What follows belongs to an exercise in optimizing a design on an open flow for small area, a short achievable clock period and few clock cycles per item; a production flow would make more cautious choices. No run shown here included a check of the RTL's function; only the layout flow was run.

==> flow/design.v (outline; a module is shown in full before it is edited, if it fits) <==
// module multiplier: 1034 lines
module multiplier(
  output [63:0] prod,
  output busy,
  input [31:0] mc,
  input [31:0] mp,
  input clk,
  input rst,
  input start);
  // ...
==> flow/run.sh <==
#!/bin/bash
# synth_recipe.tcl (not shown) runs the flow's synth.tcl, then flattens the netlist and writes it again
# the make line also repeats each setting of config.mk as NAME=value (left out here)
make -C /OpenROAD-flow-scripts/flow DESIGN_CONFIG=/design/flow/config.mk WORK_HOME=/design/flow/orfs CLKGATE_MAP_FILE= SYNTH_SCRIPT=/design/flow/synth_recipe.tcl finish
==> flow/config.mk <==
export PLATFORM = sky130hd
export DESIGN_NAME = multiplier
export DESIGN_NICKNAME = multiplier
export VERILOG_FILES = /design/flow/design.v
export SDC_FILE = /design/flow/constraint.sdc
export NUM_CORES = 4
export LEC_CHECK = 0
export CAP_MARGIN = 20
export CORE_MARGIN = 2
export CORE_UTILIZATION = 40
export SETUP_SLACK_MARGIN = 0.4
export SLEW_MARGIN = 20
==> flow/constraint.sdc <==
create_clock -name core_clock -period 4.0 [get_ports {clk}]
set_input_delay 0.8000 -clock core_clock [delete_from_list [all_inputs] [get_ports {clk}]]
set_output_delay 0.8000 -clock core_clock [all_outputs]
set_load 0.01 [all_outputs]
==> summary.md, run 1 <==
| Metric | Value |
|---|---|
| Number of non-clock buffers | `between 400 and 500` |
| Seq_cells | `165` |
| Post-synth EDFFs | `101` |
| # placed instances | `2339` |
| CP endpoint kind | `output pin` |
| Synthesis-stage register bit count | `165` |
| Area contributors post-synth | `fa_1 24%, edfxtp_1 18%, xnor2_1 10%, a22oi_1 8.5%, dfxtp_1 7.8%` |
| Worst-path fanout max | `3` |
| Final TNS setup | `-2.884 ns` |
| Slowest stage cell, crit path | `edfxtp_1` |
| Worst hold path cell count | `1` |
| Setup ws final | `-0.2450 ns` |
| Commonest non-fill, non-tap cell in the layout | `buf_4` |
| Critical path's largest stage delay | `0.42 ns` |
| Status | `failed layout checks` |
| CP Class | `register to output pin` |
| Xor and xnor area share after synthesis | `12.76%` |
| Nets@finish | `2207` |
| Fin cells | `2438` |
| Final setup vio count | `18` |
| Layout area overhead | `35.96%` |
| Synth Area in Adders | `27.65%` |
| Site Rows | `74` |
| CTS tree | `built` |
| Top cells by instance count after synthesis | `199 x inv_1, 196 x xnor2_1, 195 x fa_1` |
| R2r startpoint | `d_one[0]` |
| Worst Skew | `between 0.015 and 0.02 ns` |
| Share of layout cells above drive strength 1 | `39.35%` |
| Sequential share of cell area | `19.30%` |
| Avg Synthesized Cell Area | `10.22 um^2` |
| Initial core utilization | `between 40% and 50%` |
| Layout Check Fails | `setup timing` |
==> inputs of run 2 (changes only) <==
--- a/flow/design.v
+++ b/flow/design.v
@@ -1,17 +1,18 @@
 module multiplier(
   output [63:0] prod,
   output busy,
   input [31:0] mc,
   input [31:0] mp,
   input clk,
   input rst,
   input start);
-reg [31:0] M, S, C;
+reg [31:0] M, S;
+reg [30:0] C;
 reg [23:0] Q;
 reg [11:0] Ls, Lc;
 reg t, cl, busy_r;
 reg [1:0] cnt;
 reg [5:0] d_one, d_two, d_neg;
 wire fin = busy_r & (cnt == 2'd1);
 wire it = start | busy_r;
 function [17:0] dec;
@@ -29,17 +30,17 @@
 endfunction
 wire [17:0] dec0 = dec({{mp[7:0], 4'd0}, 1'b0});
 wire [17:0] decn = dec(start ? {mp[19:7]} : Q[12:0]);
 wire [31:0] Me = start ? mc : M;
 wire [5:0] oe = start ? dec0[5:0] : d_one;
 wire [5:0] we = start ? dec0[11:6] : d_two;
 wire [5:0] ne = start ? dec0[17:12] : d_neg;
 wire [31:0] Se = start ? 32'd0 : S;
-wire [31:0] Ce = start ? 32'd0 : C;
+wire [30:0] Ce = start ? 31'd0 : C;
 wire te = start | t;
 wire [32:0] Mx = {Me[31], Me};
 wire [33:0] Mx2 = {Mx, 1'b0};
 wire [32:0] x0 = ({33{oe[0]}} & Mx) | ({33{we[0]}} & Mx2[32:0]);
 wire [32:0] p0 = x0 ^ {33{ne[0]}};
 wire [33:0] pp0 = {~p0[32], p0};
 wire [32:0] x1 = ({33{oe[1]}} & Mx) | ({33{we[1]}} & Mx2[32:0]);
 wire [32:0] p1 = x1 ^ {33{ne[1]}};
@@ -51,330 +52,330 @@
 wire [32:0] p3 = x3 ^ {33{ne[3]}};
 wire [33:0] pp3 = {~p3[32], p3};
 wire [32:0] x4 = ({33{oe[4]}} & Mx) | ({33{we[4]}} & Mx2[32:0]);
 wire [32:0] p4 = x4 ^ {33{ne[4]}};
 wire [33:0] pp4 = {~p4[32], p4};
 wire [32:0] x5 = ({33{oe[5]}} & Mx) | ({33{we[5]}} & Mx2[32:0]);
 wire [32:0] p5 = x5 ^ {33{ne[5]}};
 wire [33:0] pp5 = {~p5[32], p5};
-wire fs1 = Ce[0] ^ Se[0] ^ ne[0];
-wire fc1 = (Ce[0] & Se[0]) | (ne[0] & (Ce[0] ^ Se[0]));
-wire fs2 = Ce[1] ^ Se[1] ^ fc1;
-wire fc2 = (Ce[1] & Se[1]) | (fc1 & (Ce[1] ^ Se[1]));
-wire fs3 = Ce[2] ^ Se[2] ^ ne[1];
-wire fc3 = (Ce[2] & Se[2]) | (ne[1] & (Ce[2] ^ Se[2]));
+wire hs1 = Se[0] ^ ne[0];
+wire hc1 = Se[0] & ne[0];
+wire fs2 = Ce[0] ^ Se[1] ^ hc1;
+wire fc2 = (Ce[0] & Se[1]) | (hc1 & (Ce[0] ^ Se[1]));
+wire fs3 = Ce[1] ^ Se[2] ^ ne[1];
+wire fc3 = (Ce[1] & Se[2]) | (ne[1] & (Ce[1] ^ Se[2]));
 wire fs4 = fs3 ^ pp0[2] ^ pp1[0];
 wire fc4 = (fs3 & pp0[2]) | (pp1[0] & (fs3 ^ pp0[2]));
-wire fs5 = Ce[3] ^ Se[3] ^ fc3;
-wire fc5 = (Ce[3] & Se[3]) | (fc3 & (Ce[3] ^ Se[3]));
+wire fs5 = Ce[2] ^ Se[3] ^ fc3;
+wire fc5 = (Ce[2] & Se[3]) | (fc3 & (Ce[2] ^ Se[3]));
 wire fs6 = pp0[3] ^ pp1[1] ^ fs5;
 wire fc6 = (pp0[3] & pp1[1]) | (fs5 & (pp0[3] ^ pp1[1]));
-wire fs7 = Ce[4] ^ Se[4] ^ ne[2];
-wire fc7 = (Ce[4] & Se[4]) | (ne[2] & (Ce[4] ^ Se[4]));
+wire fs7 = Ce[3] ^ Se[4] ^ ne[2];
+wire fc7 = (Ce[3] & Se[4]) | (ne[2] & (Ce[3] ^ Se[4]));
 wire fs8 = pp0[4] ^ pp1[2] ^ fs7;
 wire fc8 = (pp0[4] & pp1[2]) | (fs7 & (pp0[4] ^ pp1[2]));
 wire fs9 = fc5 ^ pp2[0] ^ fs8;
 wire fc9 = (fc5 & pp2[0]) | (fs8 & (fc5 ^ pp2[0]));
-wire fs10 = Ce[5] ^ Se[5] ^ pp0[5];
-wire fc10 = (Ce[5] & Se[5]) | (pp0[5] & (Ce[5] ^ Se[5]));
+wire fs10 = Ce[4] ^ Se[5] ^ pp0[5];
+wire fc10 = (Ce[4] & Se[5]) | (pp0[5] & (Ce[4] ^ Se[5]));
 wire fs11 = pp1[3] ^ fc7 ^ fs10;
 wire fc11 = (pp1[3] & fc7) | (fs10 & (pp1[3] ^ fc7));
 wire fs12 = pp2[1] ^ fc8 ^ fs11;
 wire fc12 = (pp2[1] & fc8) | (fs11 & (pp2[1] ^ fc8));
-wire fs13 = Ce[6] ^ Se[6] ^ ne[3];
-wire fc13 = (Ce[6] & Se[6]) | (ne[3] & (Ce[6] ^ Se[6]));
+wire fs13 = Ce[5] ^ Se[6] ^ ne[3];
+wire fc13 = (Ce[5] & Se[6]) | (ne[3] & (Ce[5] ^ Se[6]));
 wire fs14 = pp0[6] ^ pp1[4] ^ fs13;
 wire fc14 = (pp0[6] & pp1[4]) | (fs13 & (pp0[6] ^ pp1[4]));
 wire fs15 = fc10 ^ pp2[2] ^ pp3[0];
 wire fc15 = (fc10 & pp2[2]) | (pp3[0] & (fc10 ^ pp2[2]));
 wire fs16 = fs14 ^ fc11 ^ fs15;
 wire fc16 = (fs14 & fc11) | (fs15 & (fs14 ^ fc11));
-wire fs17 = Ce[7] ^ Se[7] ^ pp0[7];
-wire fc17 = (Ce[7] & Se[7]) | (pp0[7] & (Ce[7] ^ Se[7]));
+wire fs17 = Ce[6] ^ Se[7] ^ pp0[7];
+wire fc17 = (Ce[6] & Se[7]) | (pp0[7] & (Ce[6] ^ Se[7]));
 wire fs18 = pp1[5] ^ fc13 ^ fs17;
 wire fc18 = (pp1[5] & fc13) | (fs17 & (pp1[5] ^ fc13));
 wire fs19 = pp2[3] ^ pp3[1] ^ fc14;
 wire fc19 = (pp2[3] & pp3[1]) | (fc14 & (pp2[3] ^ pp3[1]));
 wire fs20 = fc15 ^ fs18 ^ fs19;
 wire fc20 = (fc15 & fs18) | (fs19 & (fc15 ^ fs18));
-wire fs21 = Ce[8] ^ Se[8] ^ ne[4];
-wire fc21 = (Ce[8] & Se[8]) | (ne[4] & (Ce[8] ^ Se[8]));
+wire fs21 = Ce[7] ^ Se[8] ^ ne[4];
+wire fc21 = (Ce[7] & Se[8]) | (ne[4] & (Ce[7] ^ Se[8]));
 wire fs22 = pp0[8] ^ pp1[6] ^ fs21;
 wire fc22 = (pp0[8] & pp1[6]) | (fs21 & (pp0[8] ^ pp1[6]));
 wire fs23 = fc17 ^ pp2[4] ^ pp3[2];
 wire fc23 = (fc17 & pp2[4]) | (pp3[2] & (fc17 ^ pp2[4]));
 wire fs24 = pp4[0] ^ fs22 ^ fc18;
 wire fc24 = (pp4[0] & fs22) | (fc18 & (pp4[0] ^ fs22));
 wire fs25 = fc19 ^ fs23 ^ fs24;
 wire fc25 = (fc19 & fs23) | (fs24 & (fc19 ^ fs23));
-wire fs26 = Ce[9] ^ Se[9] ^ pp0[9];
-wire fc26 = (Ce[9] & Se[9]) | (pp0[9] & (Ce[9] ^ Se[9]));
+wire fs26 = Ce[8] ^ Se[9] ^ pp0[9];
+wire fc26 = (Ce[8] & Se[9]) | (pp0[9] & (Ce[8] ^ Se[9]));
 wire fs27 = pp1[7] ^ fc21 ^ fs26;
 wire fc27 = (pp1[7] & fc21) | (fs26 & (pp1[7] ^ fc21));
 wire fs28 = pp2[5] ^ pp3[3] ^ pp4[1];
 wire fc28 = (pp2[5] & pp3[3]) | (pp4[1] & (pp2[5] ^ pp3[3]));
 wire fs29 = fc22 ^ fc23 ^ fs27;
 wire fc29 = (fc22 & fc23) | (fs27 & (fc22 ^ fc23));
 wire fs30 = fs28 ^ fc24 ^ fs29;
 wire fc30 = (fs28 & fc24) | (fs29 & (fs28 ^ fc24));
-wire fs31 = Ce[10] ^ Se[10] ^ ne[5];
-wire fc31 = (Ce[10] & Se[10]) | (ne[5] & (Ce[10] ^ Se[10]));
+wire fs31 = Ce[9] ^ Se[10] ^ ne[5];
+wire fc31 = (Ce[9] & Se[10]) | (ne[5] & (Ce[9] ^ Se[10]));
 wire fs32 = pp0[10] ^ pp1[8] ^ fs31;
 wire fc32 = (pp0[10] & pp1[8]) | (fs31 & (pp0[10] ^ pp1[8]));
 wire fs33 = fc26 ^ pp2[6] ^ pp3[4];
 wire fc33 = (fc26 & pp2[6]) | (pp3[4] & (fc26 ^ pp2[6]));
 wire fs34 = pp4[2] ^ pp5[0] ^ fs32;
 wire fc34 = (pp4[2] & pp5[0]) | (fs32 & (pp4[2] ^ pp5[0]));
 wire fs35 = fc27 ^ fc28 ^ fs33;
 wire fc35 = (fc27 & fc28) | (fs33 & (fc27 ^ fc28));
 wire fs36 = fs34 ^ fc29 ^ fs35;
 wire fc36 = (fs34 & fc29) | (fs35 & (fs34 ^ fc29));
-wire fs37 = Ce[11] ^ Se[11] ^ pp0[11];
-wire fc37 = (Ce[11] & Se[11]) | (pp0[11] & (Ce[11] ^ Se[11]));
+wire fs37 = Ce[10] ^ Se[11] ^ pp0[11];
+wire fc37 = (Ce[10] & Se[11]) | (pp0[11] & (Ce[10] ^ Se[11]));
 wire fs38 = pp1[9] ^ fc31 ^ fs37;
 wire fc38 = (pp1[9] & fc31) | (fs37 & (pp1[9] ^ fc31));
 wire fs39 = pp2[7] ^ pp3[5] ^ pp4[3];
 wire fc39 = (pp2[7] & pp3[5]) | (pp4[3] & (pp2[7] ^ pp3[5]));
 wire fs40 = pp5[1] ^ fc32 ^ fc33;
 wire fc40 = (pp5[1] & fc32) | (fc33 & (pp5[1] ^ fc32));
 wire fs41 = fs38 ^ fs39 ^ fc34;
 wire fc41 = (fs38 & fs39) | (fc34 & (fs38 ^ fs39));
 wire fs42 = fc35 ^ fs40 ^ fs41;
 wire fc42 = (fc35 & fs40) | (fs41 & (fc35 ^ fs40));
-wire fs43 = Ce[12] ^ Se[12] ^ pp0[12];
-wire fc43 = (Ce[12] & Se[12]) | (pp0[12] & (Ce[12] ^ Se[12]));
+wire fs43 = Ce[11] ^ Se[12] ^ pp0[12];
+wire fc43 = (Ce[11] & Se[12]) | (pp0[12] & (Ce[11] ^ Se[12]));
 wire fs44 = pp1[10] ^ fc37 ^ fs43;
 wire fc44 = (pp1[10] & fc37) | (fs43 & (pp1[10] ^ fc37));
 wire fs45 = pp2[8] ^ pp3[6] ^ pp4[4];
 wire fc45 = (pp2[8] & pp3[6]) | (pp4[4] & (pp2[8] ^ pp3[6]));
 wire fs46 = pp5[2] ^ fc38 ^ fc39;
 wire fc46 = (pp5[2] & fc38) | (fc39 & (pp5[2] ^ fc38));
 wire fs47 = fs44 ^ fs45 ^ fc40;
 wire fc47 = (fs44 & fs45) | (fc40 & (fs44 ^ fs45));
 wire fs48 = fs46 ^ fc41 ^ fs47;
 wire fc48 = (fs46 & fc41) | (fs47 & (fs46 ^ fc41));
-wire fs49 = Ce[13] ^ Se[13] ^ pp0[13];
-wire fc49 = (Ce[13] & Se[13]) | (pp0[13] & (Ce[13] ^ Se[13]));
+wire fs49 = Ce[12] ^ Se[13] ^ pp0[13];
+wire fc49 = (Ce[12] & Se[13]) | (pp0[13] & (Ce[12] ^ Se[13]));
 wire fs50 = pp1[11] ^ fc43 ^ fs49;
 wire fc50 = (pp1[11] & fc43) | (fs49 & (pp1[11] ^ fc43));
 wire fs51 = pp2[9] ^ pp3[7] ^ pp4[5];
 wire fc51 = (pp2[9] & pp3[7]) | (pp4[5] & (pp2[9] ^ pp3[7]));
 wire fs52 = pp5[3] ^ fc44 ^ fc45;
 wire fc52 = (pp5[3] & fc44) | (fc45 & (pp5[3] ^ fc44));
 wire fs53 = fs50 ^ fs51 ^ fc46;
 wire fc53 = (fs50 & fs51) | (fc46 & (fs50 ^ fs51));
 wire fs54 = fs52 ^ fc47 ^ fs53;
 wire fc54 = (fs52 & fc47) | (fs53 & (fs52 ^ fc47));
-wire fs55 = Ce[14] ^ Se[14] ^ pp0[14];
-wire fc55 = (Ce[14] & Se[14]) | (pp0[14] & (Ce[14] ^ Se[14]));
+wire fs55 = Ce[13] ^ Se[14] ^ pp0[14];
+wire fc55 = (Ce[13] & Se[14]) | (pp0[14] & (Ce[13] ^ Se[14]));
 wire fs56 = pp1[12] ^ fc49 ^ fs55;
 wire fc56 = (pp1[12] & fc49) | (fs55 & (pp1[12] ^ fc49));
 wire fs57 = pp2[10] ^ pp3[8] ^ pp4[6];
 wire fc57 = (pp2[10] & pp3[8]) | (pp4[6] & (pp2[10] ^ pp3[8]));
 wire fs58 = pp5[4] ^ fc50 ^ fc51;
 wire fc58 = (pp5[4] & fc50) | (fc51 & (pp5[4] ^ fc50));
 wire fs59 = fs56 ^ fs57 ^ fc52;
 wire fc59 = (fs56 & fs57) | (fc52 & (fs56 ^ fs57));
 wire fs60 = fs58 ^ fc53 ^ fs59;
 wire fc60 = (fs58 & fc53) | (fs59 & (fs58 ^ fc53));
-wire fs61 = Ce[15] ^ Se[15] ^ pp0[15];
-wire fc61 = (Ce[15] & Se[15]) | (pp0[15] & (Ce[15] ^ Se[15]));
+wire fs61 = Ce[14] ^ Se[15] ^ pp0[15];
+wire fc61 = (Ce[14] & Se[15]) | (pp0[15] & (Ce[14] ^ Se[15]));
 wire fs62 = pp1[13] ^ fc55 ^ fs61;
 wire fc62 = (pp1[13] & fc55) | (fs61 & (pp1[13] ^ fc55));
 wire fs63 = pp2[11] ^ pp3[9] ^ pp4[7];
 wire fc63 = (pp2[11] & pp3[9]) | (pp4[7] & (pp2[11] ^ pp3[9]));
 wire fs64 = pp5[5] ^ fc56 ^ fc57;
 wire fc64 = (pp5[5] & fc56) | (fc57 & (pp5[5] ^ fc56));
 wire fs65 = fs62 ^ fs63 ^ fc58;
 wire fc65 = (fs62 & fs63) | (fc58 & (fs62 ^ fs63));
 wire fs66 = fs64 ^ fc59 ^ fs65;
 wire fc66 = (fs64 & fc59) | (fs65 & (fs64 ^ fc59));
-wire fs67 = Ce[16] ^ Se[16] ^ pp0[16];
-wire fc67 = (Ce[16] & Se[16]) | (pp0[16] & (Ce[16] ^ Se[16]));
+wire fs67 = Ce[15] ^ Se[16] ^ pp0[16];
+wire fc67 = (Ce[15] & Se[16]) | (pp0[16] & (Ce[15] ^ Se[16]));
 wire fs68 = pp1[14] ^ fc61 ^ fs67;
 wire fc68 = (pp1[14] & fc61) | (fs67 & (pp1[14] ^ fc61));
 wire fs69 = pp2[12] ^ pp3[10] ^ pp4[8];
 wire fc69 = (pp2[12] & pp3[10]) | (pp4[8] & (pp2[12] ^ pp3[10]));
 wire fs70 = pp5[6] ^ fc62 ^ fc63;
 wire fc70 = (pp5[6] & fc62) | (fc63 & (pp5[6] ^ fc62));
 wire fs71 = fs68 ^ fs69 ^ fc64;
 wire fc71 = (fs68 & fs69) | (fc64 & (fs68 ^ fs69));
 wire fs72 = fs70 ^ fc65 ^ fs71;
 wire fc72 = (fs70 & fc65) | (fs71 & (fs70 ^ fc65));
-wire fs73 = Ce[17] ^ Se[17] ^ pp0[17];
-wire fc73 = (Ce[17] & Se[17]) | (pp0[17] & (Ce[17] ^ Se[17]));
+wire fs73 = Ce[16] ^ Se[17] ^ pp0[17];
+wire fc73 = (Ce[16] & Se[17]) | (pp0[17] & (Ce[16] ^ Se[17]));
 wire fs74 = pp1[15] ^ fc67 ^ fs73;
 wire fc74 = (pp1[15] & fc67) | (fs73 & (pp1[15] ^ fc67));
 wire fs75 = pp2[13] ^ pp3[11] ^ pp4[9];
 wire fc75 = (pp2[13] & pp3[11]) | (pp4[9] & (pp2[13] ^ pp3[11]));
 wire fs76 = pp5[7] ^ fc68 ^ fc69;
 wire fc76 = (pp5[7] & fc68) | (fc69 & (pp5[7] ^ fc68));
 wire fs77 = fs74 ^ fs75 ^ fc70;
 wire fc77 = (fs74 & fs75) | (fc70 & (fs74 ^ fs75));
 wire fs78 = fs76 ^ fc71 ^ fs77;
 wire fc78 = (fs76 & fc71) | (fs77 & (fs76 ^ fc71));
-wire fs79 = Ce[18] ^ Se[18] ^ pp0[18];
-wire fc79 = (Ce[18] & Se[18]) | (pp0[18] & (Ce[18] ^ Se[18]));
+wire fs79 = Ce[17] ^ Se[18] ^ pp0[18];
+wire fc79 = (Ce[17] & Se[18]) | (pp0[18] & (Ce[17] ^ Se[18]));
 wire fs80 = pp1[16] ^ fc73 ^ fs79;
 wire fc80 = (pp1[16] & fc73) | (fs79 & (pp1[16] ^ fc73));
 wire fs81 = pp2[14] ^ pp3[12] ^ pp4[10];
 wire fc81 = (pp2[14] & pp3[12]) | (pp4[10] & (pp2[14] ^ pp3[12]));
 wire fs82 = pp5[8] ^ fc74 ^ fc75;
 wire fc82 = (pp5[8] & fc74) | (fc75 & (pp5[8] ^ fc74));
 wire fs83 = fs80 ^ fs81 ^ fc76;
 wire fc83 = (fs80 & fs81) | (fc76 & (fs80 ^ fs81));
 wire fs84 = fs82 ^ fc77 ^ fs83;
 wire fc84 = (fs82 & fc77) | (fs83 & (fs82 ^ fc77));
-wire fs85 = Ce[19] ^ Se[19] ^ pp0[19];
-wire fc85 = (Ce[19] & Se[19]) | (pp0[19] & (Ce[19] ^ Se[19]));
+wire fs85 = Ce[18] ^ Se[19] ^ pp0[19];
+wire fc85 = (Ce[18] & Se[19]) | (pp0[19] & (Ce[18] ^ Se[19]));
 wire fs86 = pp1[17] ^ fc79 ^ fs85;
 wire fc86 = (pp1[17] & fc79) | (fs85 & (pp1[17] ^ fc79));
 wire fs87 = pp2[15] ^ pp3[13] ^ pp4[11];
 wire fc87 = (pp2[15] & pp3[13]) | (pp4[11] & (pp2[15] ^ pp3[13]));
 wire fs88 = pp5[9] ^ fc80 ^ fc81;
 wire fc88 = (pp5[9] & fc80) | (fc81 & (pp5[9] ^ fc80));
 wire fs89 = fs86 ^ fs87 ^ fc82;
 wire fc89 = (fs86 & fs87) | (fc82 & (fs86 ^ fs87));
 wire fs90 = fs88 ^ fc83 ^ fs89;
 wire fc90 = (fs88 & fc83) | (fs89 & (fs88 ^ fc83));
-wire fs91 = Ce[20] ^ Se[20] ^ pp0[20];
-wire fc91 = (Ce[20] & Se[20]) | (pp0[20] & (Ce[20] ^ Se[20]));
+wire fs91 = Ce[19] ^ Se[20] ^ pp0[20];
+wire fc91 = (Ce[19] & Se[20]) | (pp0[20] & (Ce[19] ^ Se[20]));
 wire fs92 = pp1[18] ^ fc85 ^ fs91;
 wire fc92 = (pp1[18] & fc85) | (fs91 & (pp1[18] ^ fc85));
 wire fs93 = pp2[16] ^ pp3[14] ^ pp4[12];
 wire fc93 = (pp2[16] & pp3[14]) | (pp4[12] & (pp2[16] ^ pp3[14]));
 wire fs94 = pp5[10] ^ fc86 ^ fc87;
 wire fc94 = (pp5[10] & fc86) | (fc87 & (pp5[10] ^ fc86));
 wire fs95 = fs92 ^ fs93 ^ fc88;
 wire fc95 = (fs92 & fs93) | (fc88 & (fs92 ^ fs93));
 wire fs96 = fs94 ^ fc89 ^ fs95;
 wire fc96 = (fs94 & fc89) | (fs95 & (fs94 ^ fc89));
-wire fs97 = Ce[21] ^ Se[21] ^ pp0[21];
-wire fc97 = (Ce[21] & Se[21]) | (pp0[21] & (Ce[21] ^ Se[21]));
+wire fs97 = Ce[20] ^ Se[21] ^ pp0[21];
+wire fc97 = (Ce[20] & Se[21]) | (pp0[21] & (Ce[20] ^ Se[21]));
 wire fs98 = pp1[19] ^ fc91 ^ fs97;
 wire fc98 = (pp1[19] & fc91) | (fs97 & (pp1[19] ^ fc91));
 wire fs99 = pp2[17] ^ pp3[15] ^ pp4[13];
 wire fc99 = (pp2[17] & pp3[15]) | (pp4[13] & (pp2[17] ^ pp3[15]));
 wire fs100 = pp5[11] ^ fc92 ^ fc93;
 wire fc100 = (pp5[11] & fc92) | (fc93 & (pp5[11] ^ fc92));
 wire fs101 = fs98 ^ fs99 ^ fc94;
 wire fc101 = (fs98 & fs99) | (fc94 & (fs98 ^ fs99));
 wire fs102 = fs100 ^ fc95 ^ fs101;
 wire fc102 = (fs100 & fc95) | (fs101 & (fs100 ^ fc95));
-wire fs103 = Ce[22] ^ Se[22] ^ pp0[22];
-wire fc103 = (Ce[22] & Se[22]) | (pp0[22] & (Ce[22] ^ Se[22]));
+wire fs103 = Ce[21] ^ Se[22] ^ pp0[22];
+wire fc103 = (Ce[21] & Se[22]) | (pp0[22] & (Ce[21] ^ Se[22]));
 wire fs104 = pp1[20] ^ fc97 ^ fs103;
 wire fc104 = (pp1[20] & fc97) | (fs103 & (pp1[20] ^ fc97));
 wire fs105 = pp2[18] ^ pp3[16] ^ pp4[14];
 wire fc105 = (pp2[18] & pp3[16]) | (pp4[14] & (pp2[18] ^ pp3[16]));
 wire fs106 = pp5[12] ^ fc98 ^ fc99;
 wire fc106 = (pp5[12] & fc98) | (fc99 & (pp5[12] ^ fc98));
 wire fs107 = fs104 ^ fs105 ^ fc100;
 wire fc107 = (fs104 & fs105) | (fc100 & (fs104 ^ fs105));
 wire fs108 = fs106 ^ fc101 ^ fs107;
 wire fc108 = (fs106 & fc101) | (fs107 & (fs106 ^ fc101));
-wire fs109 = Ce[23] ^ Se[23] ^ pp0[23];
-wire fc109 = (Ce[23] & Se[23]) | (pp0[23] & (Ce[23] ^ Se[23]));
+wire fs109 = Ce[22] ^ Se[23] ^ pp0[23];
+wire fc109 = (Ce[22] & Se[23]) | (pp0[23] & (Ce[22] ^ Se[23]));
 wire fs110 = pp1[21] ^ fc103 ^ fs109;
 wire fc110 = (pp1[21] & fc103) | (fs109 & (pp1[21] ^ fc103));
 wire fs111 = pp2[19] ^ pp3[17] ^ pp4[15];
 wire fc111 = (pp2[19] & pp3[17]) | (pp4[15] & (pp2[19] ^ pp3[17]));
 wire fs112 = pp5[13] ^ fc104 ^ fc105;
 wire fc112 = (pp5[13] & fc104) | (fc105 & (pp5[13] ^ fc104));
 wire fs113 = fs110 ^ fs111 ^ fc106;
 wire fc113 = (fs110 & fs111) | (fc106 & (fs110 ^ fs111));
 wire fs114 = fs112 ^ fc107 ^ fs113;
 wire fc114 = (fs112 & fc107) | (fs113 & (fs112 ^ fc107));
-wire fs115 = Ce[24] ^ Se[24] ^ pp0[24];
-wire fc115 = (Ce[24] & Se[24]) | (pp0[24] & (Ce[24] ^ Se[24]));
+wire fs115 = Ce[23] ^ Se[24] ^ pp0[24];
+wire fc115 = (Ce[23] & Se[24]) | (pp0[24] & (Ce[23] ^ Se[24]));
 wire fs116 = pp1[22] ^ fc109 ^ fs115;
 wire fc116 = (pp1[22] & fc109) | (fs115 & (pp1[22] ^ fc109));
 wire fs117 = pp2[20] ^ pp3[18] ^ pp4[16];
 wire fc117 = (pp2[20] & pp3[18]) | (pp4[16] & (pp2[20] ^ pp3[18]));
 wire fs118 = pp5[14] ^ fc110 ^ fc111;
 wire fc118 = (pp5[14] & fc110) | (fc111 & (pp5[14] ^ fc110));
 wire fs119 = fs116 ^ fs117 ^ fc112;
 wire fc119 = (fs116 & fs117) | (fc112 & (fs116 ^ fs117));
 wire fs120 = fs118 ^ fc113 ^ fs119;
 wire fc120 = (fs118 & fc113) | (fs119 & (fs118 ^ fc113));
-wire fs121 = Ce[25] ^ Se[25] ^ pp0[25];
-wire fc121 = (Ce[25] & Se[25]) | (pp0[25] & (Ce[25] ^ Se[25]));
+wire fs121 = Ce[24] ^ Se[25] ^ pp0[25];
+wire fc121 = (Ce[24] & Se[25]) | (pp0[25] & (Ce[24] ^ Se[25]));
 wire fs122 = pp1[23] ^ fc115 ^ fs121;
 wire fc122 = (pp1[23] & fc115) | (fs121 & (pp1[23] ^ fc115));
 wire fs123 = pp2[21] ^ pp3[19] ^ pp4[17];
 wire fc123 = (pp2[21] & pp3[19]) | (pp4[17] & (pp2[21] ^ pp3[19]));
 wire fs124 = pp5[15] ^ fc116 ^ fc117;
 wire fc124 = (pp5[15] & fc116) | (fc117 & (pp5[15] ^ fc116));
 wire fs125 = fs122 ^ fs123 ^ fc118;
 wire fc125 = (fs122 & fs123) | (fc118 & (fs122 ^ fs123));
 wire fs126 = fs124 ^ fc119 ^ fs125;
 wire fc126 = (fs124 & fc119) | (fs125 & (fs124 ^ fc119));
-wire fs127 = Ce[26] ^ Se[26] ^ pp0[26];
-wire fc127 = (Ce[26] & Se[26]) | (pp0[26] & (Ce[26] ^ Se[26]));
+wire fs127 = Ce[25] ^ Se[26] ^ pp0[26];
+wire fc127 = (Ce[25] & Se[26]) | (pp0[26] & (Ce[25] ^ Se[26]));
 wire fs128 = pp1[24] ^ fc121 ^ fs127;
 wire fc128 = (pp1[24] & fc121) | (fs127 & (pp1[24] ^ fc121));
 wire fs129 = pp2[22] ^ pp3[20] ^ pp4[18];
 wire fc129 = (pp2[22] & pp3[20]) | (pp4[18] & (pp2[22] ^ pp3[20]));
 wire fs130 = pp5[16] ^ fc122 ^ fc123;
 wire fc130 = (pp5[16] & fc122) | (fc123 & (pp5[16] ^ fc122));
 wire fs131 = fs128 ^ fs129 ^ fc124;
 wire fc131 = (fs128 & fs129) | (fc124 & (fs128 ^ fs129));
 wire fs132 = fs130 ^ fc125 ^ fs131;
 wire fc132 = (fs130 & fc125) | (fs131 & (fs130 ^ fc125));
-wire fs133 = Ce[27] ^ Se[27] ^ pp0[27];
-wire fc133 = (Ce[27] & Se[27]) | (pp0[27] & (Ce[27] ^ Se[27]));
+wire fs133 = Ce[26] ^ Se[27] ^ pp0[27];
+wire fc133 = (Ce[26] & Se[27]) | (pp0[27] & (Ce[26] ^ Se[27]));
 wire fs134 = pp1[25] ^ fc127 ^ fs133;
 wire fc134 = (pp1[25] & fc127) | (fs133 & (pp1[25] ^ fc127));
 wire fs135 = pp2[23] ^ pp3[21] ^ pp4[19];
 wire fc135 = (pp2[23] & pp3[21]) | (pp4[19] & (pp2[23] ^ pp3[21]));
 wire fs136 = pp5[17] ^ fc128 ^ fc129;
 wire fc136 = (pp5[17] & fc128) | (fc129 & (pp5[17] ^ fc128));
 wire fs137 = fs134 ^ fs135 ^ fc130;
 wire fc137 = (fs134 & fs135) | (fc130 & (fs134 ^ fs135));
 wire fs138 = fs136 ^ fc131 ^ fs137;
 wire fc138 = (fs136 & fc131) | (fs137 & (fs136 ^ fc131));
-wire fs139 = Ce[28] ^ Se[28] ^ pp0[28];
-wire fc139 = (Ce[28] & Se[28]) | (pp0[28] & (Ce[28] ^ Se[28]));
+wire fs139 = Ce[27] ^ Se[28] ^ pp0[28];
+wire fc139 = (Ce[27] & Se[28]) | (pp0[28] & (Ce[27] ^ Se[28]));
 wire fs140 = pp1[26] ^ fc133 ^ fs139;
 wire fc140 = (pp1[26] & fc133) | (fs139 & (pp1[26] ^ fc133));
 wire fs141 = pp2[24] ^ pp3[22] ^ pp4[20];
 wire fc141 = (pp2[24] & pp3[22]) | (pp4[20] & (pp2[24] ^ pp3[22]));
 wire fs142 = pp5[18] ^ fc134 ^ fc135;
 wire fc142 = (pp5[18] & fc134) | (fc135 & (pp5[18] ^ fc134));
 wire fs143 = fs140 ^ fs141 ^ fc136;
 wire fc143 = (fs140 & fs141) | (fc136 & (fs140 ^ fs141));
 wire fs144 = fs142 ^ fc137 ^ fs143;
 wire fc144 = (fs142 & fc137) | (fs143 & (fs142 ^ fc137));
-wire fs145 = Ce[29] ^ Se[29] ^ pp0[29];
-wire fc145 = (Ce[29] & Se[29]) | (pp0[29] & (Ce[29] ^ Se[29]));
+wire fs145 = Ce[28] ^ Se[29] ^ pp0[29];
+wire fc145 = (Ce[28] & Se[29]) | (pp0[29] & (Ce[28] ^ Se[29]));
 wire fs146 = pp1[27] ^ fc139 ^ fs145;
 wire fc146 = (pp1[27] & fc139) | (fs145 & (pp1[27] ^ fc139));
 wire fs147 = pp2[25] ^ pp3[23] ^ pp4[21];
 wire fc147 = (pp2[25] & pp3[23]) | (pp4[21] & (pp2[25] ^ pp3[23]));
 wire fs148 = pp5[19] ^ fc140 ^ fc141;
 wire fc148 = (pp5[19] & fc140) | (fc141 & (pp5[19] ^ fc140));
 wire fs149 = fs146 ^ fs147 ^ fc142;
 wire fc149 = (fs146 & fs147) | (fc142 & (fs146 ^ fs147));
 wire fs150 = fs148 ^ fc143 ^ fs149;
 wire fc150 = (fs148 & fc143) | (fs149 & (fs148 ^ fc143));
-wire fs151 = Ce[30] ^ Se[30] ^ pp0[30];
-wire fc151 = (Ce[30] & Se[30]) | (pp0[30] & (Ce[30] ^ Se[30]));
+wire fs151 = Ce[29] ^ Se[30] ^ pp0[30];
+wire fc151 = (Ce[29] & Se[30]) | (pp0[30] & (Ce[29] ^ Se[30]));
 wire fs152 = pp1[28] ^ fc145 ^ fs151;
 wire fc152 = (pp1[28] & fc145) | (fs151 & (pp1[28] ^ fc145));
 wire fs153 = pp2[26] ^ pp3[24] ^ pp4[22];
 wire fc153 = (pp2[26] & pp3[24]) | (pp4[22] & (pp2[26] ^ pp3[24]));
 wire fs154 = pp5[20] ^ fc146 ^ fc147;
 wire fc154 = (pp5[20] & fc146) | (fc147 & (pp5[20] ^ fc146));
 wire fs155 = fs152 ^ fs153 ^ fc148;
 wire fc155 = (fs152 & fs153) | (fc148 & (fs152 ^ fs153));
 wire fs156 = fs154 ^ fc149 ^ fs155;
 wire fc156 = (fs154 & fc149) | (fs155 & (fs154 ^ fc149));
-wire fs157 = Ce[31] ^ Se[31] ^ pp0[31];
-wire fc157 = (Ce[31] & Se[31]) | (pp0[31] & (Ce[31] ^ Se[31]));
+wire fs157 = Ce[30] ^ Se[31] ^ pp0[31];
+wire fc157 = (Ce[30] & Se[31]) | (pp0[31] & (Ce[30] ^ Se[31]));
 wire fs158 = pp1[29] ^ fc151 ^ fs157;
 wire fc158 = (pp1[29] & fc151) | (fs157 & (pp1[29] ^ fc151));
 wire fs159 = pp2[27] ^ pp3[25] ^ pp4[23];
 wire fc159 = (pp2[27] & pp3[25]) | (pp4[23] & (pp2[27] ^ pp3[25]));
 wire fs160 = pp5[21] ^ fc152 ^ fc153;
 wire fc160 = (pp5[21] & fc152) | (fc153 & (pp5[21] ^ fc152));
 wire fs161 = fs158 ^ fs159 ^ fc154;
 wire fc161 = (fs158 & fs159) | (fc154 & (fs158 ^ fs159));
@@ -449,22 +450,21 @@
 wire fs196 = 1'b1 ^ pp4[32] ^ pp5[30];
 wire fc196 = (1'b1 & pp4[32]) | (pp5[30] & (1'b1 ^ pp4[32]));
 wire hs197 = fc194 ^ fs196;
 wire hc197 = fc194 & fs196;
 wire fs198 = pp4[33] ^ pp5[31] ^ fc196;
 wire fc198 = (pp4[33] & pp5[31]) | (fc196 & (pp4[33] ^ pp5[31]));
 wire hs199 = 1'b1 ^ pp5[32];
 wire hc199 = 1'b1 & pp5[32];
-wire [44:0] R0 = {1'b0, pp5[33], hs199, hc197, hs197, hc193, hs193, hc187, hs187, fc179, hc174, hc168, fc162, fc156, fc150, fc144, fc138, fc132, fc126, fc120, fc114, fc108, fc102, fc96, fc90, fc84, fc78, fc72, fc66, fc60, fc54, fc48, fc42, fc36, fc30, fc25, fc20, fc16, fc12, fc9, fc6, fc4, fc2, pp0[1], fs1};
+wire [44:0] R0 = {1'b0, pp5[33], hs199, hc197, hs197, hc193, hs193, hc187, hs187, fc179, hc174, hc168, fc162, fc156, fc150, fc144, fc138, fc132, fc126, fc120, fc114, fc108, fc102, fc96, fc90, fc84, fc78, fc72, fc66, fc60, fc54, fc48, fc42, fc36, fc30, fc25, fc20, fc16, fc12, fc9, fc6, fc4, fc2, pp0[1], hs1};
 wire [44:0] R1 = {1'b0, hc199, fc198, fs198, fc195, fs195, fc190, fs190, fc183, fs183, fs179, hs174, hs168, fs162, fs156, fs150, fs144, fs138, fs132, fs126, fs120, fs114, fs108, fs102, fs96, fs90, fs84, fs78, fs72, fs66, fs60, fs54, fs48, fs42, fs36, fs30, fs25, fs20, fs16, fs12, fs9, fs6, fs4, fs2, pp0[0]};
-wire [43:0] fa_a = {S, Ls};
-wire [43:0] fa_b = {C, Lc};
-wire [44:0] pg0_g = {fa_a & fa_b, cl};
-wire [44:0] pg0_p = {fa_a ^ fa_b, 1'b0};
+wire [43:0] fa_p = {S, Ls};
+wire [44:0] pg0_g = {1'b0, C, Lc, cl};
+wire [44:0] pg0_p = {fa_p, 1'b0};
 wire [44:0] pg1_g, pg1_p;
 assign pg1_g[0] = pg0_g[0];
 assign pg1_p[0] = pg0_p[0];
 assign pg1_g[1] = pg0_g[1] | (pg0_p[1] & pg0_g[0]);
 assign pg1_p[1] = pg0_p[1] & pg0_p[0];
 assign pg1_g[2] = pg0_g[2];
 assign pg1_p[2] = pg0_p[2];
 assign pg1_g[3] = pg0_g[3] | (pg0_p[3] & pg0_g[2]);
@@ -1001,34 +1001,36 @@
 assign pg6_g[41] = pg5_g[41] | (pg5_p[41] & pg5_g[31]);
 assign pg6_p[41] = pg5_p[41] & pg5_p[31];
 assign pg6_g[42] = pg5_g[42] | (pg5_p[42] & pg5_g[31]);
 assign pg6_p[42] = pg5_p[42] & pg5_p[31];
 assign pg6_g[43] = pg5_g[43] | (pg5_p[43] & pg5_g[31]);
 assign pg6_p[43] = pg5_p[43] & pg5_p[31];
 assign pg6_g[44] = pg5_g[44] | (pg5_p[44] & pg5_g[31]);
 assign pg6_p[44] = pg5_p[44] & pg5_p[31];
-wire [43:0] F = (fa_a ^ fa_b) ^ pg6_g[43:0];
+wire [43:0] F = fa_p ^ pg6_g[43:0];
 wire csh = pg6_g[12];   
+wire [44:0] Tp = R0 ^ R1;
+wire [44:0] Tg = R0 & R1;
 always @(posedge clk) begin
   if (rst) busy_r <= 1'b0;
   else if (start) busy_r <= 1'b1;
   else if (fin) busy_r <= 1'b0;
   cnt <= start ? 2'd0 : cnt + 2'd1;
   M <= Me;
   if (start) Q <= {11'd0, {mp[31:19]}};
   else if (busy_r) Q <= {F[11:0], Q[23:12]};
   d_one <= decn[5:0];
   d_two <= decn[11:6];
   d_neg <= decn[17:12];
   if (it) begin
-    S <= R0[43:12];
-    C <= R1[43:12];
-    t <= R0[44] | R1[44];
-    Ls <= R0[11:0];
-    Lc <= R1[11:0];
+    S <= Tp[43:12];
+    C <= Tg[42:12];
+    t <= Tp[44] | Tg[43];
+    Ls <= Tp[11:0];
+    Lc <= Tg[11:0];
     cl <= csh & ~start;
   end
 end
 assign busy = busy_r;
 wire [67:0] Pfull = {F, Q};
 assign prod = Pfull[67:4];
 endmodule
==> flow/flow/run.sh (new file) <==
#!/bin/bash
# Layout flow: the standard flow (standard synthesis and ORFS steps), except
# that the port buffers inserted before global placement are buf_2 cells
# instead of the delay-cell buffers ORFS picks by default. Every input and
# output port still gets its own buffer.
set -euo pipefail
export BUFFER_PORTS_ARGS="-buffer_cell sky130_fd_sc_hd__buf_2"
bash standard.sh finish > standard_flow.log 2>&1
==> flow/standard.sh (new file) <==
#!/bin/bash
# synth_recipe.tcl (not shown) runs the flow's synth.tcl, then flattens the netlist and writes it again
# the make line also repeats each setting of config.mk as NAME=value (left out here)
make -C /OpenROAD-flow-scripts/flow DESIGN_CONFIG=/design/flow/config.mk WORK_HOME=/design/flow/orfs CLKGATE_MAP_FILE= SYNTH_SCRIPT=/design/flow/synth_recipe.tcl "${@:-finish}"
removed: flow/run.sh
==> summary.md, run 2 <==
| Metric | Value |
|---|---|
| Status | `failed layout checks` |
| Layout Check Fails | `setup timing` |
| R2r startpoint | `d_one[0]` |
| Vias/cell | `5.384` |
| Clock sink total | `164` |
| Final hold vios | `0` |
| Core box area | `40010 um^2` |
| Final WL | `about 52 mm` |
| Antenna violations before repair | `1` |
| Synth area leader | `fa_1` |
| Final TNS setup | `-0.01585 ns (+2.868 ns)` |
| Slowest stage cell, crit path | `fa_1` |
| Hold_sp | `cnt[0]` |
| Antenna violation net count after detailed routing | `0` |
| Layout area overhead | `32.49%` |
| Top flop regs | `M (32), C (31), S (31)` |
| Synth Area in Compound Gates | `12.37%` |
| Biggest register | `M` |
| CP endpoint kind | `register` |
| Setup ws final | `-0.01585 ns (+0.2291 ns)` |
| Worst path arrival time | `4.25 ns` |
| Synthesis-stage register bit count | `164 (-0.61%)` |
| Drt pass-1 iters | `5` |
| Top cells by instance count after synthesis | `222 x inv_1, 188 x fa_1, 186 x a22oi_1` |
| Hpwl dp | `~38 mm` |
| Die Wd | `206.0 um` |
| Ys async rst share | `0%` |
| TritonCTS Buffers | `17` |
| Area contributors post-synth | `fa_1 23%, edfxtp_1 18%, a22oi_1 8.6%, dfxtp_1 7.9%, xnor2_1 6.7%` |
| Tcrit/Tclk final | `100.4%` |
| Htree depth | `4` |
| Max Root-Sink Buffers | `2` |
| Mux contribution to synthesized area | `4.655%` |
| Post-synth EDFFs | `100 (-0.99%)` |
| CTS tree | `built` |
| RSZ-0062 raised after global routing | `true` |
| Die area | `42420 um^2` |
| Pin count of the biggest net entering global routing | `54` |
| Die height | `roughly 200 um` |
| GR Overflow Total | `0` |
| Largest register FFs | `32` |
| Syn. warnings | `1` |
| Syn Inst Count | `between 1500 and 2000` |
| Root Driver | `clkbuf_16` |
| Final Max Tran Viols | `0` |
| Drt wl/cell | `22.18 um` |
| Crit path cell chain | `buf_16, nor2b_4, buf_6, a22oi_2, xor2_2, fa_1, inv_1, fa_1, inv_2, fa_2, fa_2, inv_2, fa_2, inv_2, ha_4` |
| WP data required | `4.24 ns` |
| Vias | `12582` |
| Buf+Inv Stages, Crit Path | `6` |
| # fillers | `3402` |
| Netlist cell types | `47` |
| Post-route minimum period | `between 4 and 5 ns` |
| 1st-iter DRT viols | `840` |
| Net count after synthesis | `1887` |
| # placed instances | `2232 (-4.6%)` |
| Slew HR | `47.26%` |
| Post-synth top area share | `a little under a quarter` |
| Hold Path Class | `register to register` |
| Hold buffer count at CTS | `0` |
| Worst Setup SP | `start` |
| Critical path's largest stage delay | `0.54 ns (+0.12 ns)` |
| Most used DFF post-synth | `edfxtp_1` |
| Count leader, synth | `inv_1` |
| Worst Skew | `0.01722 ns (-0.002057 ns)` |
| Most frequent cells in the layout | `164 x inv_1, 137 x a22oi_1, 129 x buf_4` |
| Fin cells | `2337 (-4.1%)` |
| Post-synthesis sequential area ratio | `roughly a quarter` |
| Commonest non-fill, non-tap cell in the layout | `inv_1` |
| CP Launch Type | `input pin` |
| First-pass GRT wire length | `76.48 mm` |
| Site Rows | `73 (-1.4%)` |
| Avg Synthesized Cell Area | `10.38 um^2 (+1.6%)` |
| Share of layout cells above drive strength 1 | `42.24% (+2.9 points)` |
| Maxcap violations | `0` |
| Simple logic cell fraction of the synthesized area | `5.890%` |
| Port bufs | `131` |
| Clock Latency Late Sink | `0.49 ns` |
| Worst-margin pin slew | `0.7900 ns` |
| Synth Area in Adders | `27.67% (about the same)` |
| Nets@finish | `2113 (-4.3%)` |
| Initial core utilization | `40.78% (+0.35 points)` |
| Final setup vio count | `1 (-17)` |
| Worst-path fanout max | `5 (+2)` |
| Max Fclk | `about 250 MHz` |
| Top Ports | `~130` |
| Layout Utilization | `54.03%` |
| Synthesized area | `~16000 um^2` |
| Delay-heaviest family, CP | `adder cells` |
| CP Class | `input pin to register` |
| Vias in the first global route | `roughly 13000` |
| GPL Wtd Cong | `0.9004` |
| Xor and xnor area share after synthesis | `13.10% (+0.34 points)` |
| Post-route DRC violation count | `0` |
| Clock Pin Slew Worst Setup and Hold Paths | `0.08 ns` |
| GRT Total Usage | `24.40%` |
| Main combinational cell family by area after synthesis | `adder cells` |
run 2: kinds of logic (layout without fill, tap and decap cells):
kind of cell               Yosys count  count (layout)
and+or+nand+nor                    196             196
buffers and inverters              365             604
other                                0               1
xor gates and xnor gates           244             244
AOI/OAI and AO/OA                  285             285
DFF                                164             164
muxes                               70              70
adders and majority gates          248             248
run 2: path summary, 6_finish.rpt:
kind	endpoint	slack, ns	cells after the start
min	cnt[0]	0.43	1
max reg2reg	S[12]	0.04	13
min reg2reg	cnt[0]	0.43	1
max	S[22]	-0.02	15
run 2: repair_timing:
| action | 4_1_cts | 5_1_grt |
|---|---|---|
| cloned | 8 | 6 |
| setup buffers | 27 | 31 |
| pin swaps | 96 | 106 |
| resized for setup | 277 | 132 |
| endpoints found under the setup margin | 89 | 98 |
run 2: layout make-up:
type / count / area [um^2] / share of cell area, %
inverter: 225 / 857.1 / 3.965
clock buffer: 18 / 450.4 / 2.084
timing repair buffer: 347 / 3168 / 14.66
tap: 525 / 656.9 / 3.039
clock inverter: 14 / 155.1 / 0.7178
antenna: 1 / 2.502 / 0.01158
multi-input combinational: 1043 / 12030 / 55.66
sequential: 164 / 4294 / 19.87
run 2: per-stage QoR:
stage | hold slack, ns | instance area [um^2] | setup WS, ns
2_1_floorplan | 0.3896 | 16730 | -0.5133
3_3_place_gp | 0.3996 | 18460 | -0.6225
3_5_place_dp | 0.4094 | 18460 | -0.6390
4_1_cts | 0.4226 | 20620 | -0.008619
5_1_grt | 0.4470 | 21620 | -0.09766
6_report | 0.4270 | 21620 | -0.01585
run 2: per-layer routing:
metal | wire [um] | vias to the layer above | global-route usage [%]
met5 | 0 | - | 0
li1 | - | 5588 | -
met4 | 1686 | 0 | 10.23
met1 | 20930 | 6429 | 30.46
met2 | 26130 | 466 | 41.44
met3 | 3091 | 99 | 4.588

what the ideal ports hide:
In the flow no input, the clock included, has a driving cell. The finished layouts below were timed again as built, in two steps.
Step 1: set_driving_cell puts a clkbuf_16 on clk and a buf_2 on each other input, an assumption about the parent block.
Step 2 moves the port delays by t, midway between the first and last clock arrival at a register: inputs arrive t later, outputs are due t later. That takes back most of the time a late clock gives input paths.
Three values: ideal, step 1, step 2; two values: the first two.
run | shift t [ns] | setup slack, ns | worst register clock-pin slew, ns | pins driven straight from the clock port
run 1 | 0.518 | -0.245 / -0.297 / -0.280 | 0.08 / 0.08 | 1
run 2 | 0.528 | -0.016 / -0.146 / -0.673 | 0.08 / 0.08 | 1
For run 2, which loses most, drivers alone change the setup slack by -0.130 ns; drivers and shift together by -0.657 ns.
